Source: an optimization exercise on an open RTL-to-GDS flow (aim: small area). Production flows keep margins and buffers that such runs may drop. Where RTL was checked, it was by simulation tests only, not by an equivalence proof against the original. No functional check of the RTL was part of run 2.

==> flow/design.v, too long to show whole: its modules and the start of the top module <==
// module IKAOPLL_srlatch: 14 lines
// module IKAOPLL_dlatch: 10 lines
// module IKAOPLL_sr: 26 lines
// module IKAOPLL_timinggen: 107 lines
// module IKAOPLL_reg: 286 lines
// module IKAOPLL_rw_synchronizer: 47 lines
// module IKAOPLL_d9reg: 21 lines
// module IKAOPLL_instrom: 224 lines
// module IKAOPLL_lfo: 72 lines
// module IKAOPLL_pg: 237 lines
// module IKAOPLL_eg: 280 lines
// module IKAOPLL_op: 175 lines
// module IKAOPLL_logsinrom: 43 lines
// module IKAOPLL_exprom: 43 lines
// module IKAOPLL_dac: 74 lines
// module IKAOPLL: 224 lines
// module opll_top: 49 lines
module opll_top (
    input   wire                i_CLK,
    input   wire                i_IC_n,
    input   wire                i_ALTPATCH_EN,
    input   wire                i_CS_n,
    input   wire                i_WR_n,
    input   wire                i_A0,
    input   wire        [7:0]   i_D,
    output  wire        [1:0]   o_D,
    output  wire                o_D_OE,
    output  wire                o_DAC_EN_MO,
    output  wire                o_DAC_EN_RO,
    output  wire                o_IMP_NOFLUC_SIGN,
    output  wire        [7:0]   o_IMP_NOFLUC_MAG,
    output  wire signed [9:0]   o_IMP_FLUC_SIGNED_MO,
    output  wire signed [9:0]   o_IMP_FLUC_SIGNED_RO,
    input   wire signed [4:0]   i_ACC_SIGNED_MOVOL,
    input   wire signed [4:0]   i_ACC_SIGNED_ROVOL,
    output  wire                o_ACC_SIGNED_STRB,
    output  wire signed [15:0]  o_ACC_SIGNED
);
  // ...
==> flow/run.sh <==
#!/bin/bash
# synth_recipe.tcl (not shown) runs the flow's synth.tcl, then flattens the netlist and writes it again
# the make line also repeats each setting of config.mk as NAME=value (left out here)
make -C /OpenROAD-flow-scripts/flow DESIGN_CONFIG=/design/flow/config.mk WORK_HOME=/design/flow/orfs CLKGATE_MAP_FILE= SYNTH_SCRIPT=/design/flow/synth_recipe.tcl finish
==> flow/config.mk <==
export PLATFORM = sky130hd
export DESIGN_NAME = opll_top
export DESIGN_NICKNAME = opll_top
export VERILOG_FILES = /design/flow/design.v
export SDC_FILE = /design/flow/constraint.sdc
export NUM_CORES = 4
export LEC_CHECK = 0
export CAP_MARGIN = 20
export CORE_MARGIN = 2
export CORE_UTILIZATION = 35
export SLEW_MARGIN = 20
==> flow/constraint.sdc <==
create_clock -name core_clock -period 9.0 [get_ports {i_CLK}]
set_input_delay 1.8000 -clock core_clock [delete_from_list [all_inputs] [get_ports {i_CLK}]]
set_output_delay 1.8000 -clock core_clock [all_outputs]
set_load 0.01 [all_outputs]
==> summary.md, run 1 <==
| Metric | Value |
|---|---|
| GR Layer Usage met2 | 24.1% |
| Util after Layout | 39.7% |
| Fillers | 20015 |
| Initial DRC Count | 4258 |
| Hold Slack | 0.323 ns |
| Avg Cell Area, Syn | 13.1 sq um |
| Area of the multi-input gates | 25600 sq um |
| Post-synthesis mux area share | 4.12% |
| CP endpoint kind | register |
| Die X | 469 microns |
| Critical R2R Capture | u_IKAOPLL.u_OP.cyc19r_lswave_raw[10]$_DFFE_PN_ |
| Multi-In Gates | 3613 |
| Post-route cell area | 85300 sq um |
| R2R setup slack | 1.90 ns |
| Synth Area in Adders | 8.07% |
| Rows | 170 |
| N_taps | 2838 |
| Ports | 75 |
| Initial antenna violation count | 3 |
| Tcrit/Tclk final | 78.8% |
| CTS tree | built |
| Crit-path max cell delay | 0.97 ns |
| Largest net degree at the start of global routing | 194 |
| Status | complete, no violations |
| Core box area | 215000 sq um |
| H-tree levels | 4 |
==> module IKAOPLL_logsinrom, before the edit <==
module IKAOPLL_logsinrom (
    input   wire            i_EMUCLK,  
    input   wire            i_CEN_n,  
    input   wire    [4:0]   i_ADDR,
    output  reg     [45:0]  o_DATA
);
always @(posedge i_EMUCLK) if(!i_CEN_n) begin
    case(i_ADDR)
        5'd0 : o_DATA <= 46'b11100111110100011101111_00110011001110101111010;
        5'd1 : o_DATA <= 46'b10110101101100111101110_11000011100110000011010;
        5'd2 : o_DATA <= 46'b10100101111101011000100_01011110001010100001010;
        5'd3 : o_DATA <= 46'b10100001010111111111001_00101011100010010010011;
        5'd4 : o_DATA <= 46'b10100001000110110110010_11110010001110010101001;
        5'd5 : o_DATA <= 46'b01110101010110110010011_00100010000110100110010;
        5'd6 : o_DATA <= 46'b01110101000110010011000_11010011100010000101001;
        5'd7 : o_DATA <= 46'b01110001010101010101001_01000110000010010010001;
        5'd8 : o_DATA <= 46'b01110001000001001011111_10111011101010010111011;
        5'd9 : o_DATA <= 46'b01110001000000001011110_00101010101010101111001;
        5'd10: o_DATA <= 46'b01001101110011001101101_10111110001010111110000;
        5'd11: o_DATA <= 46'b01001101110010001100101_11100101010001100010111;
        5'd12: o_DATA <= 46'b01001101100011000100110_11010111110110100011000;
        5'd13: o_DATA <= 46'b01001101100010000010111_01000001010111011111011;
        5'd14: o_DATA <= 46'b01001001110011000010110_11000001001011000011011;
        5'd15: o_DATA <= 46'b01001001110001000100001_01110001101001011111110;
        5'd16: o_DATA <= 46'b01001001110000000100000_11101000110101110010111;
        5'd17: o_DATA <= 46'b01001000100101001010011_01111110110100101100100;
        5'd18: o_DATA <= 46'b01001000100101001000010_01111000001111110100010;
        5'd19: o_DATA <= 46'b01001000100100001000010_11100100000111001111011;
        5'd20: o_DATA <= 46'b00011100010111001110001_11110100011001001110111;
        5'd21: o_DATA <= 46'b00011100010111001100000_11011100100001010100111;
        5'd22: o_DATA <= 46'b00011100010110001010001_11001100101011001101010;
        5'd23: o_DATA <= 46'b00011100010110000000011_10010101110001101110111;
        5'd24: o_DATA <= 46'b00011100000111000010010_10011101000101111001111;
        5'd25: o_DATA <= 46'b00011100000101000110011_00001001011001110100101;
        5'd26: o_DATA <= 46'b00011100000101000100011_00000001000101110100111;
        5'd27: o_DATA <= 46'b00011100000100000110000_00011101010001110010110;
        5'd28: o_DATA <= 46'b00011100000100000000001_10011001001001100100111;
        5'd29: o_DATA <= 46'b00011000010101000010001_10000101011001100000110;
        5'd30: o_DATA <= 46'b00011000010101000010000_00001001001001100010100;
        5'd31: o_DATA <= 46'b00011000010001001000010_00010101010101000100101;
    endcase
end
endmodule
==> run 2, diff against run 1 <==
--- a/flow/design.v
+++ b/flow/design.v
@@ -56,6 +56,7 @@
     output  wire            o_phi1_PCEN_n,  
     output  wire            o_phi1_NCEN_n,  
     output  wire            o_DAC_EN,
+    output  wire    [3:0]   o_DSEL,  
     input   wire            i_RHYTHM_EN,
     output  wire            o_CYCLE_00, o_CYCLE_12, o_CYCLE_17, o_CYCLE_20, o_CYCLE_21,
     output  wire            o_CYCLE_D3_ZZ, o_CYCLE_D4, o_CYCLE_D4_ZZ,
@@ -97,6 +98,7 @@
 wire            phi1p = phisr[1];
 wire            phi1n = phisr[3];
 assign          o_DAC_EN = phisr[0];
+assign          o_DSEL = ~phisr;
 generate
 if(FAST_RESET == 0) begin : FAST_RESET_0_phi1gen
     always @(posedge i_EMUCLK) if(!i_phiM_PCEN_n) begin
@@ -157,6 +159,7 @@
 endmodule
 module IKAOPLL_reg #(parameter FULLY_SYNCHRONOUS = 1, parameter ALTPATCH_CONFIG_MODE = 0, parameter INSTROM_STYLE = 0) (
     input   wire            i_EMUCLK,  
+    input   wire    [3:0]   i_DSEL,  
     input   wire            i_phiM_PCEN_n,
     input   wire            i_RST_n,
     input   wire            i_phi1_PCEN_n,  
@@ -309,22 +312,41 @@
 wire            reg10_18_en = ((d9reg_addr[5:4] == 2'b01) & d9reg_addr_match) | ~i_RST_n;
 wire            reg20_28_en = ((d9reg_addr[5:4] == 2'b10) & d9reg_addr_match) | ~i_RST_n;
 wire            reg30_38_en = ((d9reg_addr[5:4] == 2'b11) & d9reg_addr_match) | ~i_RST_n;
-wire            kon_reg;
-wire    [3:0]   vol_reg, inst_reg;
-IKAOPLL_d9reg #(8) u_fnum_lsbs (.i_EMUCLK(emuclk), .i_phi1_NCEN_n(phi1ncen_n), 
-                                .i_EN(reg10_18_en), .i_TAPSEL({i_CYCLE_D4_ZZ, i_CYCLE_D3_ZZ}), .i_D(i_RST_n ? d9reg_data : 8'd0), .o_Q(o_FNUM[7:0]));
-IKAOPLL_d9reg #(1) u_fnum_msb  (.i_EMUCLK(emuclk), .i_phi1_NCEN_n(phi1ncen_n), 
-                                .i_EN(reg20_28_en), .i_TAPSEL({i_CYCLE_D4_ZZ, i_CYCLE_D3_ZZ}), .i_D(i_RST_n ? d9reg_data[0]: 1'b0), .o_Q(o_FNUM[8]));
-IKAOPLL_d9reg #(3) u_block     (.i_EMUCLK(emuclk), .i_phi1_NCEN_n(phi1ncen_n), 
-                                .i_EN(reg20_28_en), .i_TAPSEL({i_CYCLE_D4_ZZ, i_CYCLE_D3_ZZ}), .i_D(i_RST_n ? d9reg_data[3:1] : 3'd0), .o_Q(o_BLOCK));
-IKAOPLL_d9reg #(1) u_kon       (.i_EMUCLK(emuclk), .i_phi1_NCEN_n(phi1ncen_n), 
-                                .i_EN(reg20_28_en), .i_TAPSEL({i_CYCLE_D4_ZZ, i_CYCLE_D3_ZZ}), .i_D(i_RST_n ? d9reg_data[4] : 1'b0), .o_Q(kon_reg));
-IKAOPLL_d9reg #(1) u_susen     (.i_EMUCLK(emuclk), .i_phi1_NCEN_n(phi1ncen_n), 
-                                .i_EN(reg20_28_en), .i_TAPSEL({i_CYCLE_D4_ZZ, i_CYCLE_D3_ZZ}), .i_D(i_RST_n ? d9reg_data[5] : 1'b0), .o_Q(o_SUSEN));
-IKAOPLL_d9reg #(4) u_vol       (.i_EMUCLK(emuclk), .i_phi1_NCEN_n(phi1ncen_n), 
-                                .i_EN(reg30_38_en), .i_TAPSEL({i_CYCLE_D4_ZZ, i_CYCLE_D3_ZZ}), .i_D(i_RST_n ? d9reg_data[3:0] : 4'd0), .o_Q(vol_reg));
-IKAOPLL_d9reg #(4) u_inst      (.i_EMUCLK(emuclk), .i_phi1_NCEN_n(phi1ncen_n), 
-                                .i_EN(reg30_38_en), .i_TAPSEL({i_CYCLE_D4_ZZ, i_CYCLE_D3_ZZ}), .i_D(i_RST_n ? d9reg_data[7:4] : 4'd0), .o_Q(inst_reg));
+wire    [23:0]  d9_wdata = i_RST_n ? {2'b00, d9reg_data[7:4], d9reg_data[3:0], d9reg_data[5], d9reg_data[4], d9reg_data[3:1], d9reg_data[0], d9reg_data[7:0]} : 24'd0;
+wire    [23:0]  d9_wen   = {{2{~i_RST_n}}, {8{reg30_38_en}}, {6{reg20_28_en}}, {8{reg10_18_en}}};
+wire    [5:0]   d9_wdata_dig = ({6{i_DSEL[0]}} & d9_wdata[5:0])   | ({6{i_DSEL[1]}} & d9_wdata[11:6]) |
+                               ({6{i_DSEL[2]}} & d9_wdata[17:12]) | ({6{i_DSEL[3]}} & d9_wdata[23:18]);
+wire    [5:0]   d9_wen_dig   = ({6{i_DSEL[0]}} & d9_wen[5:0])     | ({6{i_DSEL[1]}} & d9_wen[11:6]) |
+                               ({6{i_DSEL[2]}} & d9_wen[17:12])   | ({6{i_DSEL[3]}} & d9_wen[23:18]);
+reg     [215:0] d9_ser;
+wire    [5:0]   d9_ser_last = d9_ser[215:210];
+always @(posedge emuclk) d9_ser <= {d9_ser[209:0], (d9_wen_dig & d9_wdata_dig) | (~d9_wen_dig & d9_ser_last)};
+wire    [23:0]  d9_n_tap2 = {d9_ser[7*6+:6],  d9_ser[8*6+:6],  d9_ser[9*6+:6],  d9_ser[10*6+:6]};
+wire    [23:0]  d9_n_tap5 = {d9_ser[19*6+:6], d9_ser[20*6+:6], d9_ser[21*6+:6], d9_ser[22*6+:6]};
+wire    [23:0]  d9_n_tap8 = {d9_ser[31*6+:6], d9_ser[32*6+:6], d9_ser[33*6+:6], d9_ser[34*6+:6]};
+wire    [23:0]  d9_p_tap2 = {d9_ser[5*6+:6],  d9_ser[6*6+:6],  d9_ser[7*6+:6],  d9_ser[8*6+:6]};
+wire    [23:0]  d9_p_tap5 = {d9_ser[17*6+:6], d9_ser[18*6+:6], d9_ser[19*6+:6], d9_ser[20*6+:6]};
+wire    [23:0]  d9_p_tap8 = {d9_ser[29*6+:6], d9_ser[30*6+:6], d9_ser[31*6+:6], d9_ser[32*6+:6]};
+reg     [23:0]  d9_n_q, d9_p_q;
+always @(*) begin
+    case({i_CYCLE_D4_ZZ, i_CYCLE_D3_ZZ})
+        2'd0: begin d9_n_q = d9_n_tap2; d9_p_q = d9_p_tap2; end
+        2'd1: begin d9_n_q = d9_n_tap5; d9_p_q = d9_p_tap5; end
+        2'd2: begin d9_n_q = d9_n_tap8; d9_p_q = d9_p_tap8; end
+        2'd3: begin d9_n_q = 24'd0;     d9_p_q = 24'd0;     end
+    endcase
+end
+wire            kon_reg;         
+wire            kon_reg_p;       
+wire    [3:0]   vol_reg, inst_reg;   
+assign  o_FNUM[7:0] = d9_n_q[7:0];
+assign  o_FNUM[8]   = d9_n_q[8];
+assign  o_BLOCK     = d9_n_q[11:9];
+assign  kon_reg     = d9_n_q[12];
+assign  o_SUSEN     = d9_n_q[13];
+assign  kon_reg_p   = d9_p_q[12];
+assign  vol_reg     = d9_p_q[17:14];
+assign  inst_reg    = d9_p_q[21:18];
 reg             cyc13;
 always @(posedge i_EMUCLK) if(!phi1ncen_n) cyc13 <= i_CYCLE_12;
 wire            perc_proc_d = rhythm_reg[5] & cyc13;
@@ -364,6 +386,13 @@
             (rhythm_reg[1] & perc_proc[4]) | 
             kon_reg;
 end
+wire            kon_p = (rhythm_reg[4] & perc_proc_d) |
+                        (rhythm_reg[0] & perc_proc[0]) |
+                        (rhythm_reg[2] & perc_proc[1]) |
+                        (rhythm_reg[4] & perc_proc[2]) |
+                        (rhythm_reg[3] & perc_proc[3]) | 
+                        (rhythm_reg[1] & perc_proc[4]) | 
+                        kon_reg_p;
 wire            cust_inst_sel = ~|{perc_proc_d, perc_proc[0], perc_proc[1], perc_proc[2], perc_proc[3], perc_proc[4]} & inst_reg == 4'h0;
 reg             m_nc_sel_z, cust_inst_sel_z;
 always @(posedge i_EMUCLK) if(!phi1pcen_n) begin  
@@ -383,7 +412,7 @@
 always @(posedge i_EMUCLK) if(!phi1pcen_n) inst_reg_latch <= inst_reg;
 reg             kon_z;
 always @(posedge i_EMUCLK) if(!phi1pcen_n) begin
-    kon_z <= o_KON;
+    kon_z <= kon_p;
 end
 wire            force_egparam_zero = ~inst_latch_oe & m_nc_sel_z & ~kon_z;
 reg     [3:0]   ar_muxed, dr_muxed, rr_muxed;
@@ -545,72 +574,74 @@
 reg     [62:0]  mem_q;
 generate
 if(INSTROM_STYLE == 0) begin
-always @(posedge i_EMUCLK) if(!i_phi1_PCEN_n) begin
-    case(mem_addr)
-        6'h00: mem_q <= 63'b000000_0_0_000_00_00_00_00_00000000_0000_00000000_00000000_00000000_00000000;
-        6'h01: mem_q <= 63'b011110_1_0_111_00_11_11_10_00010001_0000_11010111_00001000_00000001_00000111;
-        6'h02: mem_q <= 63'b011010_0_1_101_00_01_00_10_00110001_0000_11011111_10000111_00100001_00110011;
-        6'h03: mem_q <= 63'b011001_0_0_000_00_00_00_10_00110001_1000_11111100_00100100_00010010_00010011;
-        6'h04: mem_q <= 63'b001110_0_0_111_00_01_11_10_00010001_0000_10100110_10000100_01110010_00000111;
-        6'h05: mem_q <= 63'b011110_0_0_110_00_00_11_10_00100001_0000_11100111_00000110_00000010_00001000;
-        6'h06: mem_q <= 63'b010110_0_0_101_00_00_11_10_00010010_0000_11100111_00000001_00000001_00001000;
-        6'h07: mem_q <= 63'b011101_0_0_111_00_01_11_00_00010001_0000_10001000_00100001_00010000_00000111;
-        6'h08: mem_q <= 63'b101101_1_0_100_00_00_11_00_00110001_0000_10100111_00100010_00000000_00000111;
-        6'h09: mem_q <= 63'b011011_0_0_110_00_11_11_00_00010001_0000_01100110_01000101_00010001_00000111;
-        6'h0A: mem_q <= 63'b001011_1_1_000_00_11_01_00_00010001_0000_10001111_01010111_01110000_00010111;
-        6'h0B: mem_q <= 63'b000011_1_0_001_00_00_00_10_00110001_1000_11111110_10100100_00010000_00000100;
-        6'h0C: mem_q <= 63'b100100_0_0_111_01_01_00_10_01110001_0000_11111111_10001000_00100001_00100010;
-        6'h0D: mem_q <= 63'b001100_0_0_101_00_11_10_01_00010000_0000_11001111_00100101_00100100_00000010;
-        6'h0E: mem_q <= 63'b010101_0_0_011_00_00_00_00_00010001_0100_11001001_10010101_00000000_00110010;
-        6'h0F: mem_q <= 63'b001001_0_0_011_00_11_10_00_00010001_1000_11111110_00010100_01000001_00000011;
-        6'h10: mem_q <= 63'b011000_0_1_111_00_00_00_00_00010000_0000_11010000_11110000_01100000_10100000;  
-        6'h11: mem_q <= 63'b000000_0_0_000_00_00_00_00_00010000_0000_11000000_10000000_10100000_01110000;  
-        6'h12: mem_q <= 63'b000000_0_0_000_00_00_00_00_01010000_0000_11110000_10000000_01010000_10010000;  
-        6'h13: mem_q <= 63'b000000_0_0_000_00_00_00_00_00000001_0000_00001111_00001000_00000110_00001101;  
-        6'h14: mem_q <= 63'b000000_0_0_000_00_00_00_00_00000001_0000_00001101_00001000_00000100_00001000;  
-        6'h15: mem_q <= 63'b000000_0_0_000_00_00_00_00_00000001_0000_00001010_00001010_00000101_00000101;  
-        6'h16: mem_q <= 63'b000000_0_0_000_00_00_00_00_00000000_0000_00000000_00000000_00000000_00000000;
-        6'h17: mem_q <= 63'b000000_0_0_000_00_00_00_00_00000000_0000_00000000_00000000_00000000_00000000;
-        6'h18: mem_q <= 63'b000000_0_0_000_00_00_00_00_00000000_0000_00000000_00000000_00000000_00000000;
-        6'h19: mem_q <= 63'b000000_0_0_000_00_00_00_00_00000000_0000_00000000_00000000_00000000_00000000;
-        6'h1A: mem_q <= 63'b000000_0_0_000_00_00_00_00_00000000_0000_00000000_00000000_00000000_00000000;
-        6'h1B: mem_q <= 63'b000000_0_0_000_00_00_00_00_00000000_0000_00000000_00000000_00000000_00000000;
-        6'h1C: mem_q <= 63'b000000_0_0_000_00_00_00_00_00000000_0000_00000000_00000000_00000000_00000000;
-        6'h1D: mem_q <= 63'b000000_0_0_000_00_00_00_00_00000000_0000_00000000_00000000_00000000_00000000;
-        6'h1E: mem_q <= 63'b000000_0_0_000_00_00_00_00_00000000_0000_00000000_00000000_00000000_00000000;
-        6'h1F: mem_q <= 63'b000000_0_0_000_00_00_00_00_00000000_0000_00000000_00000000_00000000_00000000;
-        6'h20: mem_q <= 63'b000000_0_0_000_00_00_00_00_00000000_0000_00000000_00000000_00000000_00000000;
-        6'h21: mem_q <= 63'b000101_0_0_110_00_00_01_00_00110001_0000_11101000_10000001_01000010_00100111;
-        6'h22: mem_q <= 63'b010100_0_1_101_00_01_00_10_00110001_0000_11011111_10000110_00100001_00110010;
-        6'h23: mem_q <= 63'b001000_0_1_000_00_00_00_11_00010001_0000_11111011_10100010_00100001_00000010;
-        6'h24: mem_q <= 63'b001100_0_0_111_00_01_11_10_00010001_0000_10100110_10000100_01100010_00010111;
-        6'h25: mem_q <= 63'b011110_0_0_110_00_00_11_10_00100001_0000_11100111_00010110_00000010_00011000;
-        6'h26: mem_q <= 63'b000110_0_0_000_00_00_00_00_00100001_0000_10101110_00110010_11111111_01000100;
-        6'h27: mem_q <= 63'b011101_0_0_111_00_01_11_00_00010001_0000_10001000_00100001_00010000_00010111;
-        6'h28: mem_q <= 63'b100010_1_0_111_00_00_11_00_00110001_0000_10100111_00100010_00000001_00010111;
-        6'h29: mem_q <= 63'b100101_0_0_000_00_00_10_11_01010001_0000_01000111_00000011_01110000_00100001;
-        6'h2A: mem_q <= 63'b001111_0_1_111_10_00_10_10_01010001_0000_10101010_10000101_01010000_00010010;
-        6'h2B: mem_q <= 63'b100100_0_0_111_01_01_00_10_01110001_0000_11111111_10001000_00100001_00100010;
-        6'h2C: mem_q <= 63'b010001_0_0_110_00_10_11_10_00010011_0000_01100111_01010100_00010001_10000110;
-        6'h2D: mem_q <= 63'b010011_0_0_101_00_00_00_00_00010010_1100_11001001_10010101_00000000_00110010;
-        6'h2E: mem_q <= 63'b001100_0_0_000_00_11_11_00_00010011_0000_10011100_01000000_00111111_00110110;
-        6'h2F: mem_q <= 63'b001101_0_0_000_00_01_11_01_00010010_0000_11001101_00010101_01010000_01100110;
-        6'h30: mem_q <= 63'b011000_0_1_111_00_00_00_00_00010000_0000_11010000_11110000_01100000_10100000;  
-        6'h31: mem_q <= 63'b000000_0_0_000_00_00_00_00_00010000_0000_11000000_10000000_10100000_01110000;  
-        6'h32: mem_q <= 63'b000000_0_0_000_00_00_00_00_01010000_0000_11110000_10000000_01010000_10010000;  
-        6'h33: mem_q <= 63'b000000_0_0_000_00_00_00_00_00000001_0000_00001111_00001000_00000110_00001101;  
-        6'h34: mem_q <= 63'b000000_0_0_000_00_00_00_00_00000001_0000_00001101_00001000_00000100_00001000;  
-        6'h35: mem_q <= 63'b000000_0_0_000_00_00_00_00_00000001_0000_00001010_00001010_00000101_00000101;  
-        6'h36: mem_q <= 63'b000000_0_0_000_00_00_00_00_00000000_0000_00000000_00000000_00000000_00000000;
-        6'h37: mem_q <= 63'b000000_0_0_000_00_00_00_00_00000000_0000_00000000_00000000_00000000_00000000;
-        6'h38: mem_q <= 63'b000000_0_0_000_00_00_00_00_00000000_0000_00000000_00000000_00000000_00000000;
-        6'h39: mem_q <= 63'b000000_0_0_000_00_00_00_00_00000000_0000_00000000_00000000_00000000_00000000;
-        6'h3A: mem_q <= 63'b000000_0_0_000_00_00_00_00_00000000_0000_00000000_00000000_00000000_00000000;
-        6'h3B: mem_q <= 63'b000000_0_0_000_00_00_00_00_00000000_0000_00000000_00000000_00000000_00000000;
-        6'h3C: mem_q <= 63'b000000_0_0_000_00_00_00_00_00000000_0000_00000000_00000000_00000000_00000000;
-        6'h3D: mem_q <= 63'b000000_0_0_000_00_00_00_00_00000000_0000_00000000_00000000_00000000_00000000;
-        6'h3E: mem_q <= 63'b000000_0_0_000_00_00_00_00_00000000_0000_00000000_00000000_00000000_00000000;
-        6'h3F: mem_q <= 63'b000000_0_0_000_00_00_00_00_00000000_0000_00000000_00000000_00000000_00000000;
+reg     [5:0]   mem_addr_z;
+always @(posedge i_EMUCLK) if(!i_phi1_PCEN_n) mem_addr_z <= mem_addr;
+always @(*) begin
+    case(mem_addr_z)
+        6'h00: mem_q = 63'b000000_0_0_000_00_00_00_00_00000000_0000_00000000_00000000_00000000_00000000;
+        6'h01: mem_q = 63'b011110_1_0_111_00_11_11_10_00010001_0000_11010111_00001000_00000001_00000111;
+        6'h02: mem_q = 63'b011010_0_1_101_00_01_00_10_00110001_0000_11011111_10000111_00100001_00110011;
+        6'h03: mem_q = 63'b011001_0_0_000_00_00_00_10_00110001_1000_11111100_00100100_00010010_00010011;
+        6'h04: mem_q = 63'b001110_0_0_111_00_01_11_10_00010001_0000_10100110_10000100_01110010_00000111;
+        6'h05: mem_q = 63'b011110_0_0_110_00_00_11_10_00100001_0000_11100111_00000110_00000010_00001000;
+        6'h06: mem_q = 63'b010110_0_0_101_00_00_11_10_00010010_0000_11100111_00000001_00000001_00001000;
+        6'h07: mem_q = 63'b011101_0_0_111_00_01_11_00_00010001_0000_10001000_00100001_00010000_00000111;
+        6'h08: mem_q = 63'b101101_1_0_100_00_00_11_00_00110001_0000_10100111_00100010_00000000_00000111;
+        6'h09: mem_q = 63'b011011_0_0_110_00_11_11_00_00010001_0000_01100110_01000101_00010001_00000111;
+        6'h0A: mem_q = 63'b001011_1_1_000_00_11_01_00_00010001_0000_10001111_01010111_01110000_00010111;
+        6'h0B: mem_q = 63'b000011_1_0_001_00_00_00_10_00110001_1000_11111110_10100100_00010000_00000100;
+        6'h0C: mem_q = 63'b100100_0_0_111_01_01_00_10_01110001_0000_11111111_10001000_00100001_00100010;
+        6'h0D: mem_q = 63'b001100_0_0_101_00_11_10_01_00010000_0000_11001111_00100101_00100100_00000010;
+        6'h0E: mem_q = 63'b010101_0_0_011_00_00_00_00_00010001_0100_11001001_10010101_00000000_00110010;
+        6'h0F: mem_q = 63'b001001_0_0_011_00_11_10_00_00010001_1000_11111110_00010100_01000001_00000011;
+        6'h10: mem_q = 63'b011000_0_1_111_00_00_00_00_00010000_0000_11010000_11110000_01100000_10100000;  
+        6'h11: mem_q = 63'b000000_0_0_000_00_00_00_00_00010000_0000_11000000_10000000_10100000_01110000;  
+        6'h12: mem_q = 63'b000000_0_0_000_00_00_00_00_01010000_0000_11110000_10000000_01010000_10010000;  
+        6'h13: mem_q = 63'b000000_0_0_000_00_00_00_00_00000001_0000_00001111_00001000_00000110_00001101;  
+        6'h14: mem_q = 63'b000000_0_0_000_00_00_00_00_00000001_0000_00001101_00001000_00000100_00001000;  
+        6'h15: mem_q = 63'b000000_0_0_000_00_00_00_00_00000001_0000_00001010_00001010_00000101_00000101;  
+        6'h16: mem_q = 63'b000000_0_0_000_00_00_00_00_00000000_0000_00000000_00000000_00000000_00000000;
+        6'h17: mem_q = 63'b000000_0_0_000_00_00_00_00_00000000_0000_00000000_00000000_00000000_00000000;
+        6'h18: mem_q = 63'b000000_0_0_000_00_00_00_00_00000000_0000_00000000_00000000_00000000_00000000;
+        6'h19: mem_q = 63'b000000_0_0_000_00_00_00_00_00000000_0000_00000000_00000000_00000000_00000000;
+        6'h1A: mem_q = 63'b000000_0_0_000_00_00_00_00_00000000_0000_00000000_00000000_00000000_00000000;
+        6'h1B: mem_q = 63'b000000_0_0_000_00_00_00_00_00000000_0000_00000000_00000000_00000000_00000000;
+        6'h1C: mem_q = 63'b000000_0_0_000_00_00_00_00_00000000_0000_00000000_00000000_00000000_00000000;
+        6'h1D: mem_q = 63'b000000_0_0_000_00_00_00_00_00000000_0000_00000000_00000000_00000000_00000000;
+        6'h1E: mem_q = 63'b000000_0_0_000_00_00_00_00_00000000_0000_00000000_00000000_00000000_00000000;
+        6'h1F: mem_q = 63'b000000_0_0_000_00_00_00_00_00000000_0000_00000000_00000000_00000000_00000000;
+        6'h20: mem_q = 63'b000000_0_0_000_00_00_00_00_00000000_0000_00000000_00000000_00000000_00000000;
+        6'h21: mem_q = 63'b000101_0_0_110_00_00_01_00_00110001_0000_11101000_10000001_01000010_00100111;
+        6'h22: mem_q = 63'b010100_0_1_101_00_01_00_10_00110001_0000_11011111_10000110_00100001_00110010;
+        6'h23: mem_q = 63'b001000_0_1_000_00_00_00_11_00010001_0000_11111011_10100010_00100001_00000010;
+        6'h24: mem_q = 63'b001100_0_0_111_00_01_11_10_00010001_0000_10100110_10000100_01100010_00010111;
+        6'h25: mem_q = 63'b011110_0_0_110_00_00_11_10_00100001_0000_11100111_00010110_00000010_00011000;
+        6'h26: mem_q = 63'b000110_0_0_000_00_00_00_00_00100001_0000_10101110_00110010_11111111_01000100;
+        6'h27: mem_q = 63'b011101_0_0_111_00_01_11_00_00010001_0000_10001000_00100001_00010000_00010111;
+        6'h28: mem_q = 63'b100010_1_0_111_00_00_11_00_00110001_0000_10100111_00100010_00000001_00010111;
+        6'h29: mem_q = 63'b100101_0_0_000_00_00_10_11_01010001_0000_01000111_00000011_01110000_00100001;
+        6'h2A: mem_q = 63'b001111_0_1_111_10_00_10_10_01010001_0000_10101010_10000101_01010000_00010010;
+        6'h2B: mem_q = 63'b100100_0_0_111_01_01_00_10_01110001_0000_11111111_10001000_00100001_00100010;
+        6'h2C: mem_q = 63'b010001_0_0_110_00_10_11_10_00010011_0000_01100111_01010100_00010001_10000110;
+        6'h2D: mem_q = 63'b010011_0_0_101_00_00_00_00_00010010_1100_11001001_10010101_00000000_00110010;
+        6'h2E: mem_q = 63'b001100_0_0_000_00_11_11_00_00010011_0000_10011100_01000000_00111111_00110110;
+        6'h2F: mem_q = 63'b001101_0_0_000_00_01_11_01_00010010_0000_11001101_00010101_01010000_01100110;
+        6'h30: mem_q = 63'b011000_0_1_111_00_00_00_00_00010000_0000_11010000_11110000_01100000_10100000;  
+        6'h31: mem_q = 63'b000000_0_0_000_00_00_00_00_00010000_0000_11000000_10000000_10100000_01110000;  
+        6'h32: mem_q = 63'b000000_0_0_000_00_00_00_00_01010000_0000_11110000_10000000_01010000_10010000;  
+        6'h33: mem_q = 63'b000000_0_0_000_00_00_00_00_00000001_0000_00001111_00001000_00000110_00001101;  
+        6'h34: mem_q = 63'b000000_0_0_000_00_00_00_00_00000001_0000_00001101_00001000_00000100_00001000;  
+        6'h35: mem_q = 63'b000000_0_0_000_00_00_00_00_00000001_0000_00001010_00001010_00000101_00000101;  
+        6'h36: mem_q = 63'b000000_0_0_000_00_00_00_00_00000000_0000_00000000_00000000_00000000_00000000;
+        6'h37: mem_q = 63'b000000_0_0_000_00_00_00_00_00000000_0000_00000000_00000000_00000000_00000000;
+        6'h38: mem_q = 63'b000000_0_0_000_00_00_00_00_00000000_0000_00000000_00000000_00000000_00000000;
+        6'h39: mem_q = 63'b000000_0_0_000_00_00_00_00_00000000_0000_00000000_00000000_00000000_00000000;
+        6'h3A: mem_q = 63'b000000_0_0_000_00_00_00_00_00000000_0000_00000000_00000000_00000000_00000000;
+        6'h3B: mem_q = 63'b000000_0_0_000_00_00_00_00_00000000_0000_00000000_00000000_00000000_00000000;
+        6'h3C: mem_q = 63'b000000_0_0_000_00_00_00_00_00000000_0000_00000000_00000000_00000000_00000000;
+        6'h3D: mem_q = 63'b000000_0_0_000_00_00_00_00_00000000_0000_00000000_00000000_00000000_00000000;
+        6'h3E: mem_q = 63'b000000_0_0_000_00_00_00_00_00000000_0000_00000000_00000000_00000000_00000000;
+        6'h3F: mem_q = 63'b000000_0_0_000_00_00_00_00_00000000_0000_00000000_00000000_00000000_00000000;
     endcase
 end
 end
@@ -807,6 +838,7 @@
 endmodule
 module IKAOPLL_pg #(parameter USE_PIPELINED_MULTIPLIER = 1) (
     input   wire            i_EMUCLK,  
+    input   wire    [3:0]   i_DSEL,  
     input   wire            i_RST_n,
     input   wire            i_phi1_PCEN_n,  
     input   wire            i_phi1_NCEN_n,  
@@ -834,10 +866,7 @@
     cyc0r_mul <= i_MUL;
     cyc0r_pm <= i_PM;
 end
-reg     [18:0]  cyc3r_phase_current;
 wire    [18:0]  cyc18r_phase_sr_out;
-generate
-if(USE_PIPELINED_MULTIPLIER == 1) begin : USE_PIPELINED_MULTIPLIER_1
 wire            cyc1c_pmamt_sign = i_PMVAL[2] & cyc0r_pm;
 reg     [2:0]   cyc1c_pmamt_val;
 always @(*) begin
@@ -868,7 +897,6 @@
 end
 reg     [3:0]   cyc1r_mul;
 reg     [16:0]  cyc1r_phase_shifted;
-reg     [18:0]  cyc1r_phase_prev;
 always @(posedge emuclk) if(!phi1ncen_n) begin
     case(cyc0r_mul)
         4'h0: cyc1r_mul <= 4'd0;
@@ -889,89 +917,36 @@
         4'hF: cyc1r_mul <= 4'd15;
     endcase
     cyc1r_phase_shifted <= cyc1c_blockshifter1;
-    cyc1r_phase_prev <= ~(i_PG_PHASE_RST | i_TEST[2]) ? cyc18r_phase_sr_out : 19'd0;
 end
 reg     [20:0]  cyc2r_phase_multiplied;  
-reg     [18:0]  cyc2r_phase_prev;
 always @(posedge emuclk) if(!phi1ncen_n) begin
     if(cyc1r_mul == 4'd0) cyc2r_phase_multiplied <= {5'b00000, cyc1r_phase_shifted[16:1]};
     else begin
         cyc2r_phase_multiplied <= cyc1r_phase_shifted * cyc1r_mul;
     end
-    cyc2r_phase_prev <= cyc1r_phase_prev;
-end
-always @(posedge emuclk) if(!phi1ncen_n) begin
-    cyc3r_phase_current <= cyc2r_phase_multiplied[18:0] + cyc2r_phase_prev;
-end
 end
-else begin : USE_PIPELINED_MULTIPLIER_0
-wire            cyc1c_pmamt_sign = i_PMVAL[2] & cyc0r_pm;
-reg     [2:0]   cyc1c_pmamt_val;
-always @(*) begin
-    case(i_PMVAL[1:0] & {2{cyc0r_pm}})
-        2'b00: cyc1c_pmamt_val = 3'b000                  ^ {3{cyc1c_pmamt_sign}};
-        2'b01: cyc1c_pmamt_val = {1'b0, cyc0r_fnum[8:7]} ^ {3{cyc1c_pmamt_sign}};
-        2'b10: cyc1c_pmamt_val = {cyc0r_fnum[8:6]}       ^ {3{cyc1c_pmamt_sign}};
-        2'b11: cyc1c_pmamt_val = {1'b0, cyc0r_fnum[8:7]} ^ {3{cyc1c_pmamt_sign}};
-    endcase
-end
-wire    [10:0]  cyc1c_phase_modded_val = {cyc0r_fnum, 1'b0} + {{7{cyc1c_pmamt_sign}}, cyc1c_pmamt_val} + cyc1c_pmamt_sign;
-wire            cyc1c_phase_modded_sign = cyc1c_phase_modded_val[10] & ~cyc1c_pmamt_sign;
-wire    [10:0]  cyc1c_phase_modded = {cyc1c_phase_modded_sign, cyc1c_phase_modded_val[9:0]}; 
-reg     [13:0]  cyc1c_blockshifter0;
-reg     [16:0]  cyc1c_blockshifter1;
-always @(*) begin
-    case(cyc0r_block[1:0])
-        2'b00: cyc1c_blockshifter0 = {3'b000, cyc1c_phase_modded};
-        2'b01: cyc1c_blockshifter0 = {2'b00, cyc1c_phase_modded, 1'b0};
-        2'b10: cyc1c_blockshifter0 = {1'b0, cyc1c_phase_modded, 2'b00};
-        2'b11: cyc1c_blockshifter0 = {cyc1c_phase_modded, 3'b000};
-    endcase
-    case(cyc0r_block[2])
-        1'b0: cyc1c_blockshifter1 = {4'b0000, cyc1c_blockshifter0[13:1]};
-        1'b1: cyc1c_blockshifter1 = {cyc1c_blockshifter0, 3'b000};
-    endcase
-end
-reg     [20:0]  cyc1c_phase_multiplied;
-always @(*) begin
-    case(cyc0r_mul)
-        4'h0: cyc1c_phase_multiplied = {5'b00000, cyc1c_blockshifter1[16:1]};
-        4'h1: cyc1c_phase_multiplied = cyc1c_blockshifter1 * 4'd1;
-        4'h2: cyc1c_phase_multiplied = cyc1c_blockshifter1 * 4'd2;
-        4'h3: cyc1c_phase_multiplied = cyc1c_blockshifter1 * 4'd3;
-        4'h4: cyc1c_phase_multiplied = cyc1c_blockshifter1 * 4'd4;
-        4'h5: cyc1c_phase_multiplied = cyc1c_blockshifter1 * 4'd5;
-        4'h6: cyc1c_phase_multiplied = cyc1c_blockshifter1 * 4'd6;
-        4'h7: cyc1c_phase_multiplied = cyc1c_blockshifter1 * 4'd7;
-        4'h8: cyc1c_phase_multiplied = cyc1c_blockshifter1 * 4'd8;
-        4'h9: cyc1c_phase_multiplied = cyc1c_blockshifter1 * 4'd9;
-        4'hA: cyc1c_phase_multiplied = cyc1c_blockshifter1 * 4'd10;
-        4'hB: cyc1c_phase_multiplied = cyc1c_blockshifter1 * 4'd10;
-        4'hC: cyc1c_phase_multiplied = cyc1c_blockshifter1 * 4'd12;
-        4'hD: cyc1c_phase_multiplied = cyc1c_blockshifter1 * 4'd12;
-        4'hE: cyc1c_phase_multiplied = cyc1c_blockshifter1 * 4'd15;
-        4'hF: cyc1c_phase_multiplied = cyc1c_blockshifter1 * 4'd15;
-    endcase
-end
-wire    [18:0]  cyc1c_phase_prev;
-reg     [18:0]  cyc1r_phase_multiplied;
-reg     [18:0]  cyc1r_phase_prev;
-always @(posedge emuclk) if(!phi1ncen_n) begin
-    cyc1r_phase_multiplied <= cyc1c_phase_multiplied[18:0];
-    cyc1r_phase_prev <= ~(~i_PG_PHASE_RST | i_TEST[2]) ? cyc18r_phase_sr_out : 19'd0;
-end
-reg     [18:0]  cyc2r_phase_current;
-always @(posedge emuclk) if(!phi1ncen_n) begin
-    cyc2r_phase_current <= cyc1r_phase_multiplied + cyc1r_phase_prev;
-end
-always @(posedge emuclk) if(!phi1ncen_n) begin
-    cyc3r_phase_current <= cyc2r_phase_current;
-end
-end
-endgenerate
-IKAOPLL_sr #(.WIDTH(19), .LENGTH(15)) u_cyc4r_cyc18r_phase_sr
-(.i_EMUCLK(emuclk), .i_CEN_n(phi1ncen_n), .i_D(i_RST_n ? cyc3r_phase_current : 19'd0), .o_Q_LAST(cyc18r_phase_sr_out),
- .o_Q_TAP0(), .o_Q_TAP1(), .o_Q_TAP2());  
+wire    [19:0]  phase_out_ext = {1'b0, cyc18r_phase_sr_out};
+wire    [4:0]   prev_dig_raw = ({5{i_DSEL[0]}} & phase_out_ext[4:0]) |
+                               ({5{i_DSEL[1]}} & phase_out_ext[9:5]) |
+                               ({5{i_DSEL[2]}} & phase_out_ext[14:10]) |
+                               ({5{i_DSEL[3]}} & phase_out_ext[19:15]);
+wire    [4:0]   prev_dig = (i_PG_PHASE_RST | i_TEST[2]) ? 5'd0 : prev_dig_raw;
+reg     [39:0]  prev_ser;
+always @(posedge emuclk) prev_ser <= {prev_ser[34:0], prev_dig};
+wire    [4:0]   prev_ser_last = prev_ser[39:35];
+wire    [19:0]  mul_ext = {1'b0, cyc2r_phase_multiplied[18:0]};
+wire    [4:0]   mul_dig = ({5{i_DSEL[0]}} & mul_ext[4:0]) |
+                          ({5{i_DSEL[1]}} & mul_ext[9:5]) |
+                          ({5{i_DSEL[2]}} & mul_ext[14:10]) |
+                          ({5{i_DSEL[3]}} & mul_ext[19:15]);
+reg             sum_carry;
+wire    [5:0]   sum_dig = mul_dig + prev_ser_last + (sum_carry & ~i_DSEL[0]);
+always @(posedge emuclk) sum_carry <= sum_dig[5];
+reg     [314:0] cur_ser;
+always @(posedge emuclk) cur_ser <= {cur_ser[309:0], (i_RST_n ? sum_dig[4:0] : 5'd0)};
+reg     [18:0]  cyc18r_phase_reg;
+always @(posedge emuclk) if(!phi1ncen_n) cyc18r_phase_reg <= {cur_ser[59*5+:4], cur_ser[60*5+:5], cur_ser[61*5+:5], cur_ser[62*5+:5]};
+assign  cyc18r_phase_sr_out = cyc18r_phase_reg;
 wire            hh_phase_en = i_CYCLE_17 & i_RHYTHM_EN;
 wire            sd_phase_en = i_CYCLE_20 & i_RHYTHM_EN;
 wire            tc_phase_en = i_CYCLE_21 & i_RHYTHM_EN;
@@ -1044,6 +1019,7 @@
 endmodule
 module IKAOPLL_eg (
     input   wire            i_EMUCLK,  
+    input   wire    [3:0]   i_DSEL,  
     input   wire            i_RST_n,
     input   wire            i_phi1_PCEN_n,  
     input   wire            i_phi1_NCEN_n,  
@@ -1109,8 +1085,8 @@
 end
 wire    [1:0]   cyc2c_next_envstat;
 wire    [1:0]   cyc17r_envstat, cyc19r_envstat;
-IKAOPLL_sr #(.WIDTH(2), .LENGTH(18), .TAP0(16)) u_cyc2r_cyc19r_envstatreg
-(.i_EMUCLK(i_EMUCLK), .i_CEN_n(i_phi1_NCEN_n), .i_D(cyc2c_next_envstat), .o_Q_TAP0(cyc17r_envstat), .o_Q_LAST(cyc19r_envstat),
+IKAOPLL_sr #(.WIDTH(1), .LENGTH(18), .TAP0(16)) u_cyc2r_cyc19r_envstatreg
+(.i_EMUCLK(i_EMUCLK), .i_CEN_n(i_phi1_NCEN_n), .i_D(cyc2c_next_envstat[1]), .o_Q_TAP0(cyc17r_envstat[1]), .o_Q_LAST(cyc19r_envstat[1]),
  .o_Q_TAP1(), .o_Q_TAP2());
 wire            cyc2c_decay_end, cyc2c_attnlv_min, cyc18c_attnlv_quite;  
 reg             cyc18r_kon, cyc19r_kon;
@@ -1215,10 +1191,22 @@
 wire    [6:0]   cyc2c_next_attnlv = cyc2c_curr_attnlv + cyc2c_attndelta;  
 reg     [6:0]   cyc2r_attnlv;
 always @(posedge emuclk) if(!phi1ncen_n) cyc2r_attnlv <= i_RST_n ? cyc2c_next_attnlv : 7'd127;
-wire    [6:0]   cyc17r_attnlv, cyc18r_attnlv;
-IKAOPLL_sr #(.WIDTH(7), .LENGTH(17), .TAP0(15), .TAP1(16)) u_cyc3r_cyc19r_attnlvreg
-(.i_EMUCLK(i_EMUCLK), .i_CEN_n(phi1ncen_n), .i_D(cyc2r_attnlv), .o_Q_TAP0(cyc17r_attnlv), .o_Q_TAP1(cyc18r_attnlv), .o_Q_LAST(cyc19r_attnlv),
- .o_Q_TAP2());
+reg             cyc2r_envstat0;
+always @(posedge emuclk) if(!phi1ncen_n) cyc2r_envstat0 <= cyc2c_next_envstat[0];
+wire    [7:0]   att_word = {cyc2r_envstat0, cyc2r_attnlv};
+wire    [1:0]   att_dig = i_DSEL[0] ? att_word[1:0] :
+                          i_DSEL[1] ? att_word[3:2] :
+                          i_DSEL[2] ? att_word[5:4] : att_word[7:6];
+reg     [141:0] att_ser;
+always @(posedge emuclk) att_ser <= {att_ser[139:0], att_dig};
+wire    [7:0]   cyc17r_att_word = {att_ser[59*2+:2], att_ser[60*2+:2], att_ser[61*2+:2], att_ser[62*2+:2]};
+wire    [7:0]   cyc18r_att_word = {att_ser[63*2+:2], att_ser[64*2+:2], att_ser[65*2+:2], att_ser[66*2+:2]};
+wire    [7:0]   cyc19r_att_word = {att_ser[67*2+:2], att_ser[68*2+:2], att_ser[69*2+:2], att_ser[70*2+:2]};
+wire    [6:0]   cyc17r_attnlv = cyc17r_att_word[6:0];
+wire    [6:0]   cyc18r_attnlv = cyc18r_att_word[6:0];
+assign          cyc19r_attnlv = cyc19r_att_word[6:0];
+assign          cyc17r_envstat[0] = cyc17r_att_word[7];
+assign          cyc19r_envstat[0] = cyc19r_att_word[7];
 assign  cyc18c_attnlv_quite = cyc17r_attnlv[6:2] == 5'b11111;
 reg     [3:0]   cyc18r_sl;
 always @(posedge emuclk) if(!phi1ncen_n) cyc18r_sl <= i_SL;
@@ -1324,6 +1312,7 @@
 endmodule
 module IKAOPLL_op (
     input   wire            i_EMUCLK,  
+    input   wire    [3:0]   i_DSEL,  
     input   wire            i_RST_n,
     input   wire            i_phi1_PCEN_n,  
     input   wire            i_phi1_NCEN_n,  
@@ -1433,16 +1422,22 @@
 wire    [11:0]  cyc21c_intwave_flipped = cyc21c_intwave_flip ? {1'b1, ~cyc21c_fpwave_shifter1} : {1'b0, cyc21c_fpwave_shifter1};
 assign  o_DAC_OPDATA = cyc21c_intwave_flipped[11:3];
 wire    [11:0]  cyc21c_mod_z_tap6, cyc21c_mod_zz_tap6;
-wire    [11:0]  cyc21c_mod_z_tap9, cyc21c_mod_zz_tap9;
 wire    [12:0]  cyc21c_modsum = {cyc21c_mod_z_tap6[11], cyc21c_mod_z_tap6} + {cyc21c_mod_zz_tap6[11], cyc21c_mod_zz_tap6};
-wire    [11:0]  op_z_reg_d = i_RST_n ? (i_INHIBIT_FDBK ? cyc21c_intwave_flipped : cyc21c_mod_z_tap9) : 12'd0;
-IKAOPLL_sr #(.WIDTH(12), .LENGTH(9), .TAP0(6)) u_op_z_reg
-(.i_EMUCLK(i_EMUCLK), .i_CEN_n(phi1ncen_n), .i_D(op_z_reg_d), .o_Q_TAP0(cyc21c_mod_z_tap6), .o_Q_LAST(cyc21c_mod_z_tap9),
- .o_Q_TAP1(), .o_Q_TAP2());
-wire    [11:0]  op_zz_reg_d = i_RST_n ? (i_INHIBIT_FDBK ? cyc21c_mod_z_tap9 : cyc21c_mod_zz_tap9) : 12'd0;
-IKAOPLL_sr #(.WIDTH(12), .LENGTH(9), .TAP0(6)) u_op_zz_reg
-(.i_EMUCLK(i_EMUCLK), .i_CEN_n(phi1ncen_n), .i_D(op_zz_reg_d), .o_Q_TAP0(cyc21c_mod_zz_tap6), .o_Q_LAST(cyc21c_mod_zz_tap9),
- .o_Q_TAP1(), .o_Q_TAP2());
+reg     [107:0] op_z_ser, op_zz_ser;
+wire    [2:0]   op_z_ser_last  = op_z_ser[107:105];
+wire    [2:0]   op_zz_ser_last = op_zz_ser[107:105];
+wire    [2:0]   intwave_dig = ({3{i_DSEL[0]}} & cyc21c_intwave_flipped[2:0]) |
+                              ({3{i_DSEL[1]}} & cyc21c_intwave_flipped[5:3]) |
+                              ({3{i_DSEL[2]}} & cyc21c_intwave_flipped[8:6]) |
+                              ({3{i_DSEL[3]}} & cyc21c_intwave_flipped[11:9]);
+wire    [2:0]   op_z_ser_d  = i_RST_n ? (i_INHIBIT_FDBK ? intwave_dig : op_z_ser_last) : 3'd0;
+wire    [2:0]   op_zz_ser_d = i_RST_n ? (i_INHIBIT_FDBK ? op_z_ser_last : op_zz_ser_last) : 3'd0;
+always @(posedge emuclk) begin
+    op_z_ser  <= {op_z_ser[104:0],  op_z_ser_d};
+    op_zz_ser <= {op_zz_ser[104:0], op_zz_ser_d};
+end
+assign  cyc21c_mod_z_tap6  = {op_z_ser[23*3+:3],  op_z_ser[24*3+:3],  op_z_ser[25*3+:3],  op_z_ser[26*3+:3]};
+assign  cyc21c_mod_zz_tap6 = {op_zz_ser[23*3+:3], op_zz_ser[24*3+:3], op_zz_ser[25*3+:3], op_zz_ser[26*3+:3]};
 reg     [8:0]   cyc21r_intwave;
 reg     [11:0]  cyc21r_modsum;
 reg             cyc21r_inhibit_fdbk;
@@ -1503,40 +1498,42 @@
     input   wire    [4:0]   i_ADDR,
     output  reg     [45:0]  o_DATA
 );
-always @(posedge i_EMUCLK) if(!i_CEN_n) begin
-    case(i_ADDR)
-        5'd0 : o_DATA <= 46'b11100111110100011101111_00110011001110101111010;
-        5'd1 : o_DATA <= 46'b10110101101100111101110_11000011100110000011010;
-        5'd2 : o_DATA <= 46'b10100101111101011000100_01011110001010100001010;
-        5'd3 : o_DATA <= 46'b10100001010111111111001_00101011100010010010011;
-        5'd4 : o_DATA <= 46'b10100001000110110110010_11110010001110010101001;
-        5'd5 : o_DATA <= 46'b01110101010110110010011_00100010000110100110010;
-        5'd6 : o_DATA <= 46'b01110101000110010011000_11010011100010000101001;
-        5'd7 : o_DATA <= 46'b01110001010101010101001_01000110000010010010001;
-        5'd8 : o_DATA <= 46'b01110001000001001011111_10111011101010010111011;
-        5'd9 : o_DATA <= 46'b01110001000000001011110_00101010101010101111001;
-        5'd10: o_DATA <= 46'b01001101110011001101101_10111110001010111110000;
-        5'd11: o_DATA <= 46'b01001101110010001100101_11100101010001100010111;
-        5'd12: o_DATA <= 46'b01001101100011000100110_11010111110110100011000;
-        5'd13: o_DATA <= 46'b01001101100010000010111_01000001010111011111011;
-        5'd14: o_DATA <= 46'b01001001110011000010110_11000001001011000011011;
-        5'd15: o_DATA <= 46'b01001001110001000100001_01110001101001011111110;
-        5'd16: o_DATA <= 46'b01001001110000000100000_11101000110101110010111;
-        5'd17: o_DATA <= 46'b01001000100101001010011_01111110110100101100100;
-        5'd18: o_DATA <= 46'b01001000100101001000010_01111000001111110100010;
-        5'd19: o_DATA <= 46'b01001000100100001000010_11100100000111001111011;
-        5'd20: o_DATA <= 46'b00011100010111001110001_11110100011001001110111;
-        5'd21: o_DATA <= 46'b00011100010111001100000_11011100100001010100111;
-        5'd22: o_DATA <= 46'b00011100010110001010001_11001100101011001101010;
-        5'd23: o_DATA <= 46'b00011100010110000000011_10010101110001101110111;
-        5'd24: o_DATA <= 46'b00011100000111000010010_10011101000101111001111;
-        5'd25: o_DATA <= 46'b00011100000101000110011_00001001011001110100101;
-        5'd26: o_DATA <= 46'b00011100000101000100011_00000001000101110100111;
-        5'd27: o_DATA <= 46'b00011100000100000110000_00011101010001110010110;
-        5'd28: o_DATA <= 46'b00011100000100000000001_10011001001001100100111;
-        5'd29: o_DATA <= 46'b00011000010101000010001_10000101011001100000110;
-        5'd30: o_DATA <= 46'b00011000010101000010000_00001001001001100010100;
-        5'd31: o_DATA <= 46'b00011000010001001000010_00010101010101000100101;
+reg     [4:0]   addr_z;
+always @(posedge i_EMUCLK) if(!i_CEN_n) addr_z <= i_ADDR;
+always @(*) begin
+    case(addr_z)
+        5'd0 : o_DATA = 46'b11100111110100011101111_00110011001110101111010;
+        5'd1 : o_DATA = 46'b10110101101100111101110_11000011100110000011010;
+        5'd2 : o_DATA = 46'b10100101111101011000100_01011110001010100001010;
+        5'd3 : o_DATA = 46'b10100001010111111111001_00101011100010010010011;
+        5'd4 : o_DATA = 46'b10100001000110110110010_11110010001110010101001;
+        5'd5 : o_DATA = 46'b01110101010110110010011_00100010000110100110010;
+        5'd6 : o_DATA = 46'b01110101000110010011000_11010011100010000101001;
+        5'd7 : o_DATA = 46'b01110001010101010101001_01000110000010010010001;
+        5'd8 : o_DATA = 46'b01110001000001001011111_10111011101010010111011;
+        5'd9 : o_DATA = 46'b01110001000000001011110_00101010101010101111001;
+        5'd10: o_DATA = 46'b01001101110011001101101_10111110001010111110000;
+        5'd11: o_DATA = 46'b01001101110010001100101_11100101010001100010111;
+        5'd12: o_DATA = 46'b01001101100011000100110_11010111110110100011000;
+        5'd13: o_DATA = 46'b01001101100010000010111_01000001010111011111011;
+        5'd14: o_DATA = 46'b01001001110011000010110_11000001001011000011011;
+        5'd15: o_DATA = 46'b01001001110001000100001_01110001101001011111110;
+        5'd16: o_DATA = 46'b01001001110000000100000_11101000110101110010111;
+        5'd17: o_DATA = 46'b01001000100101001010011_01111110110100101100100;
+        5'd18: o_DATA = 46'b01001000100101001000010_01111000001111110100010;
+        5'd19: o_DATA = 46'b01001000100100001000010_11100100000111001111011;
+        5'd20: o_DATA = 46'b00011100010111001110001_11110100011001001110111;
+        5'd21: o_DATA = 46'b00011100010111001100000_11011100100001010100111;
+        5'd22: o_DATA = 46'b00011100010110001010001_11001100101011001101010;
+        5'd23: o_DATA = 46'b00011100010110000000011_10010101110001101110111;
+        5'd24: o_DATA = 46'b00011100000111000010010_10011101000101111001111;
+        5'd25: o_DATA = 46'b00011100000101000110011_00001001011001110100101;
+        5'd26: o_DATA = 46'b00011100000101000100011_00000001000101110100111;
+        5'd27: o_DATA = 46'b00011100000100000110000_00011101010001110010110;
+        5'd28: o_DATA = 46'b00011100000100000000001_10011001001001100100111;
+        5'd29: o_DATA = 46'b00011000010101000010001_10000101011001100000110;
+        5'd30: o_DATA = 46'b00011000010101000010000_00001001001001100010100;
+        5'd31: o_DATA = 46'b00011000010001001000010_00010101010101000100101;
     endcase
 end
 endmodule
@@ -1546,40 +1543,42 @@
     input   wire    [4:0]   i_ADDR,
     output  reg     [47:0]  o_DATA
 );
-always @(posedge i_EMUCLK) if(!i_CEN_n) begin
-    case(i_ADDR)
-        5'd0 : o_DATA <= 48'b1001011100010110010001100_11000000011101010110000;
-        5'd1 : o_DATA <= 48'b1001011101010010001000010_11101001001000100000000;
-        5'd2 : o_DATA <= 48'b1001011101010010001001111_11001010011001110111011;
-        5'd3 : o_DATA <= 48'b1001011101110000010110000_11001010011101010110001;
-        5'd4 : o_DATA <= 48'b1001011101110100000110110_11100011001000110010000;
-        5'd5 : o_DATA <= 48'b1001011101110101001011001_11100001001001010011010;
-        5'd6 : o_DATA <= 48'b1001011101110101111000110_11000000011101110111000;
-        5'd7 : o_DATA <= 48'b1001011101110111110101001_11001000011000010101010;
-        5'd8 : o_DATA <= 48'b1011001100110011100100111_11001001011100010110001;
-        5'd9 : o_DATA <= 48'b1011001100110011111110010_11000010011001111110011;
-        5'd10: o_DATA <= 48'b1011101000100010111011101_11000010011101010110101;
-        5'd11: o_DATA <= 48'b1110100000000100100010011_11101011001000110010101;
-        5'd12: o_DATA <= 48'b1110100000001100000101100_11001011011100011110101;
-        5'd13: o_DATA <= 48'b1110100000001100011101011_11000000011011110110011;
-        5'd14: o_DATA <= 48'b1110100001001001001010100_11000000011111010110001;
-        5'd15: o_DATA <= 48'b1110100001001011000011010_11001001011010110110111;
-        5'd16: o_DATA <= 48'b1110100001001011010110101_11101001001110011010101;
-        5'd17: o_DATA <= 48'b1110100001001111101100000_11100110001001110010011;
-        5'd18: o_DATA <= 48'b1110100001001111101101111_11100110101101001010001;
-        5'd19: o_DATA <= 48'b1110100001111100110000001_11001111011001110111101;
-        5'd20: o_DATA <= 48'b1110100001111100110011110_11101111001110010011011;
-        5'd21: o_DATA <= 48'b1110110000111000101111001_11100110001110110010101;
-        5'd22: o_DATA <= 48'b1110110010110000011100110_11101110001010111010100;
-        5'd23: o_DATA <= 48'b1110110010110011010001101_11101000001101011011010;
-        5'd24: o_DATA <= 48'b1110110010110111001001011_11100001001001111011110;
-        5'd25: o_DATA <= 48'b1110110010110111011110100_11111001000011011000000;
-        5'd26: o_DATA <= 48'b1110111010010101010111011_11101000001111111011101;
-        5'd27: o_DATA <= 48'b1110111111000000100001100_11100100101000001011011;
-        5'd28: o_DATA <= 48'b1110111111000000111000011_11101100101000001010110;
-        5'd29: o_DATA <= 48'b1110111111000000111101101_11101101001110111011010;
-        5'd30: o_DATA <= 48'b1110111111000110100111110_11000001011100010110011;
-        5'd31: o_DATA <= 48'b1110111111000111111010001_11101000001000110011101;
+reg     [4:0]   addr_z;
+always @(posedge i_EMUCLK) if(!i_CEN_n) addr_z <= i_ADDR;
+always @(*) begin
+    case(addr_z)
+        5'd0 : o_DATA = 48'b1001011100010110010001100_11000000011101010110000;
+        5'd1 : o_DATA = 48'b1001011101010010001000010_11101001001000100000000;
+        5'd2 : o_DATA = 48'b1001011101010010001001111_11001010011001110111011;
+        5'd3 : o_DATA = 48'b1001011101110000010110000_11001010011101010110001;
+        5'd4 : o_DATA = 48'b1001011101110100000110110_11100011001000110010000;
+        5'd5 : o_DATA = 48'b1001011101110101001011001_11100001001001010011010;
+        5'd6 : o_DATA = 48'b1001011101110101111000110_11000000011101110111000;
+        5'd7 : o_DATA = 48'b1001011101110111110101001_11001000011000010101010;
+        5'd8 : o_DATA = 48'b1011001100110011100100111_11001001011100010110001;
+        5'd9 : o_DATA = 48'b1011001100110011111110010_11000010011001111110011;
+        5'd10: o_DATA = 48'b1011101000100010111011101_11000010011101010110101;
+        5'd11: o_DATA = 48'b1110100000000100100010011_11101011001000110010101;
+        5'd12: o_DATA = 48'b1110100000001100000101100_11001011011100011110101;
+        5'd13: o_DATA = 48'b1110100000001100011101011_11000000011011110110011;
+        5'd14: o_DATA = 48'b1110100001001001001010100_11000000011111010110001;
+        5'd15: o_DATA = 48'b1110100001001011000011010_11001001011010110110111;
+        5'd16: o_DATA = 48'b1110100001001011010110101_11101001001110011010101;
+        5'd17: o_DATA = 48'b1110100001001111101100000_11100110001001110010011;
+        5'd18: o_DATA = 48'b1110100001001111101101111_11100110101101001010001;
+        5'd19: o_DATA = 48'b1110100001111100110000001_11001111011001110111101;
+        5'd20: o_DATA = 48'b1110100001111100110011110_11101111001110010011011;
+        5'd21: o_DATA = 48'b1110110000111000101111001_11100110001110110010101;
+        5'd22: o_DATA = 48'b1110110010110000011100110_11101110001010111010100;
+        5'd23: o_DATA = 48'b1110110010110011010001101_11101000001101011011010;
+        5'd24: o_DATA = 48'b1110110010110111001001011_11100001001001111011110;
+        5'd25: o_DATA = 48'b1110110010110111011110100_11111001000011011000000;
+        5'd26: o_DATA = 48'b1110111010010101010111011_11101000001111111011101;
+        5'd27: o_DATA = 48'b1110111111000000100001100_11100100101000001011011;
+        5'd28: o_DATA = 48'b1110111111000000111000011_11101100101000001010110;
+        5'd29: o_DATA = 48'b1110111111000000111101101_11101101001110111011010;
+        5'd30: o_DATA = 48'b1110111111000110100111110_11000001011100010110011;
+        5'd31: o_DATA = 48'b1110111111000111111010001_11101000001000110011101;
     endcase
 end
 endmodule
@@ -1686,6 +1685,7 @@
 );
 wire            emuclk = i_XIN_EMUCLK;
 wire            phi1pcen_n, phi1ncen_n, dac_en;
+wire    [3:0]   dsel;
 wire            rst_n;
 wire            cycle_00, cycle_12, cycle_17, cycle_20, cycle_21;
 wire            cycle_d4, cycle_d3_zz, cycle_d4_zz;
@@ -1720,6 +1720,7 @@
     .o_phi1_PCEN_n              (phi1pcen_n                 ),
     .o_phi1_NCEN_n              (phi1ncen_n                 ),
     .o_DAC_EN                   (dac_en                     ),
+    .o_DSEL                     (dsel                       ),
     .i_RHYTHM_EN                (rhythm_en                  ),
     .o_CYCLE_00                 (cycle_00                   ), 
     .o_CYCLE_12                 (cycle_12                   ), 
@@ -1737,6 +1738,7 @@
 );
 IKAOPLL_reg #(.FULLY_SYNCHRONOUS(FULLY_SYNCHRONOUS), .ALTPATCH_CONFIG_MODE(ALTPATCH_CONFIG_MODE), .INSTROM_STYLE(0)) u_REG (
     .i_EMUCLK                   (emuclk                     ),
+    .i_DSEL                     (dsel                       ),
     .i_phiM_PCEN_n              (i_phiM_PCEN_n              ),
     .i_RST_n                    (rst_n                      ),
     .i_phi1_PCEN_n              (phi1pcen_n                 ),
@@ -1794,6 +1796,7 @@
 );
 IKAOPLL_pg #(.USE_PIPELINED_MULTIPLIER(USE_PIPELINED_MULTIPLIER)) u_PG (
     .i_EMUCLK                   (emuclk                     ),
+    .i_DSEL                     (dsel                       ),
     .i_RST_n                    (rst_n                      ),
     .i_phi1_PCEN_n              (phi1pcen_n                 ),
     .i_phi1_NCEN_n              (phi1ncen_n                 ),
@@ -1812,6 +1815,7 @@
 );
 IKAOPLL_eg u_EG (
     .i_EMUCLK                   (emuclk                     ),
+    .i_DSEL                     (dsel                       ),
     .i_RST_n                    (rst_n                      ),
     .i_phi1_PCEN_n              (phi1pcen_n                 ),
     .i_phi1_NCEN_n              (phi1ncen_n                 ),
@@ -1841,6 +1845,7 @@
 );
 IKAOPLL_op u_OP (
     .i_EMUCLK                   (emuclk                     ),
+    .i_DSEL                     (dsel                       ),
     .i_RST_n                    (rst_n                      ),
     .i_phi1_PCEN_n              (phi1pcen_n                 ),
     .i_phi1_NCEN_n              (phi1ncen_n                 ),
--- a/flow/config.mk
+++ b/flow/config.mk
@@ -5,7 +5,9 @@
 export SDC_FILE = /design/flow/constraint.sdc
 export NUM_CORES = 4
 export LEC_CHECK = 0
+export ABC_AREA = 1
 export CAP_MARGIN = 20
 export CORE_MARGIN = 2
-export CORE_UTILIZATION = 35
+export CORE_UTILIZATION = 50
+export CTS_CLUSTER_SIZE = 25
 export SLEW_MARGIN = 20
==> summary.md, run 2 <==
| Metric | Value |
|---|---|
| Status | complete, no violations (unchanged) |
| Main combinational cell family by area after synthesis | simple AND/OR/NAND/NOR gates (unchanged) |
| Rows | 131 (was 170) |
| Ys async rst share | 0% (unchanged) |
| Compound-Gate Fraction of Synth Area | 8.56% (was 9.18%) |
| Simple-Gate Fraction of Synth Area | 15.8% (was 9.78%) |
| Largest registers | u_IKAOPLL.u_PG.cur_ser (315), u_IKAOPLL.u_REG.d9_ser (216), u_IKAOPLL.u_EG.att_ser (142) (was u_IKAOPLL.u_PG.u_cyc4r_cyc18r_phase_sr.sr (285), u_IKAOPLL.u_EG.u_cyc3r_cyc19r_attnlvreg.sr (119)) |
| Initial antenna violation count | 4 (was 3) |
| CTS clk-pin slew, worst paths | 0.06 ns (about the same) |
| Synth Area in Adders | 9.12% (was 8.07%) |
| CTS tree | built (unchanged) |
| Ports | 75 (unchanged) |
| Avg Cell Area, Syn | 10.1 sq um (was 13.1 sq um) |
| CP endpoint kind | register (unchanged) |
| Largest net degree at the start of global routing | 159 (was 194) |
| Storage cell area | 38500 sq um (was 48200 sq um) |
| Die X | 362 microns (was 469 microns) |
| H-tree levels | 4 (unchanged) |
| Core box area | 127000 sq um (was 215000 sq um) |
| Slowest-stage cell, CP | xor2_1 (was edfxtp_1) |
| Fillers | 10965 (was 20015) |
| Post-synthesis mux area share | 0% (was 4.12%) |
| Tot GR Track Use | 22.7% (was 15.4%) |
| Slew @ Worst Pin | 1.06 ns (was 1.09 ns) |
| Area of the multi-input gates | 22300 sq um (was 25600 sq um) |
| Initial DRC Count | 3970 (was 4258) |
| Tcrit/Tclk final | 71.6% (was 78.8%) |
| Ranking of synthesized cells by area | dfxtp_1 36%, edfxtp_1 24%, nand2_1 8.0%, fa_1 4.6%, ha_1 4.6% (was edfxtp_1 60%, ha_1 4.2%, fa_1 3.9%, dfxtp_1 3.8%, nand2_1 3.1%) |
| Yosys Warn Count | 26 (was 44) |
| DRC | 0 (unchanged) |
| Crit-path max cell delay | 0.69 ns (was 0.97 ns) |
| Worst hold path type | register to register (unchanged) |
## run 2: changes by cell type in the layout (fill, tap and decap cells not counted), sizes merged, moves of 39 or more
cell,change
dfxtp,+1020
edfxtp,-1005
nand2,+776
inv,+426
nand3,+299
mux2i,-210
and2,-134
o21ai,+126
xnor2,-87
a21o,-53
nor2b,-53
nand2b,-42
buf,-39
## run 2: worst paths after layout
check	slack [ns]	endpoint	cells past startpoint	start
max	2.55	u_IKAOPLL.u_OP.cyc19r_lswave_raw[10]$_DFFE_PN_	31	u_IKAOPLL.u_TIMINGGEN.mcyccntr_lo[0]$_SDFFCE_PP0N_
min	0.32	u_IKAOPLL.u_EG.att_ser[119]$_DFF_P_	0	u_IKAOPLL.u_EG.att_ser[117]$_DFF_P_
max reg2reg	2.55	u_IKAOPLL.u_OP.cyc19r_lswave_raw[10]$_DFFE_PN_	31	u_IKAOPLL.u_TIMINGGEN.mcyccntr_lo[0]$_SDFFCE_PP0N_
min reg2reg	0.32	u_IKAOPLL.u_EG.att_ser[119]$_DFF_P_	0	u_IKAOPLL.u_EG.att_ser[117]$_DFF_P_
## run 2: area by class of cell
type / instances / share of cell area [%]
sequential: 1668 / 53.4
multi-input combinational: 3841 / 31.0
clock buffer: 209 / 6.32
inverter: 673 / 3.51
tap: 1662 / 2.89
timing repair buffer: 114 / 1.46
clock inverter: 86 / 1.38
antenna: 2 / 0.00695
## run 2: kinds of logic (layout without fill, tap and decap cells)
logic type,count (synthesis),count (layout)
xor gates and xnor gates,97,97
AOI/OAI and AO/OA,960,960
buffers and inverters,840,1082
and+or+nand+nor,2405,2405
DFF,1668,1668
other,0,2
adders and majority gates,379,379
## run 2: metrics by stage
step | cells | worst slack [ns] | hold WS (ns) | instance area [sq um]
after global placement | 7956 | 2.54 | 0.310 | 66400
after detailed placement | 7956 | 2.48 | 0.312 | 66400
after floorplan | 6349 | 3.32 | 0.310 | 64000
after global routing | 8253 | 1.92 | 0.316 | 72000
after CTS | 8251 | 2.63 | 0.316 | 72000
final | 8255 | 2.55 | 0.317 | 72000
## run 2: layer usage
metal  wire length, microns  up-vias  track usage (%)
li1                       -    21227                -
met2                  65500     1319             34.5
met1                  70600    20474             32.9
met3                   9000      266             3.94
met4                   3950        2             7.33
met5                     13        -                0
## run 2: worst reg2reg max path: cells and delay by family (launching register included)
kind	cells	cell delay (ns)
and+or+nand+nor	17	2.74
adders and majority gates	4	1.23
DFF	1	0.44
xor gates and xnor gates	2	0.84
AOI/OAI and AO/OA	2	0.44
buffers and inverters	6	0.50

[re-timing with driven ports]
In the flow no input, the clock included, has a driving cell. The finished layouts below were timed again as built, in two steps. Step 1, drivers: a clkbuf_16 drives i_CLK and a buf_2 each remaining input, both assumed. Step 2 adds t to the input delays and takes it off the output delays; t is the mean of the earliest and latest rising clock arrival at the registers after step 1. Input paths then give back, and output paths get back, about the clock's delay inside the block. Slacks: ideal / step 1 / step 2; pairs: ideal / step 1.
run	shift t [ns]	slack for setup (ns)	cell pins on the clock port's net
run 1	0.879	1.905 / 1.905 / 1.804	1
run 2	0.854	2.554 / 2.554 / 2.501	1
After both steps setup and hold are still met in every run listed. For run 1, which loses most, drivers alone change the setup slack by 0.000 ns; drivers and shift together by -0.101 ns.
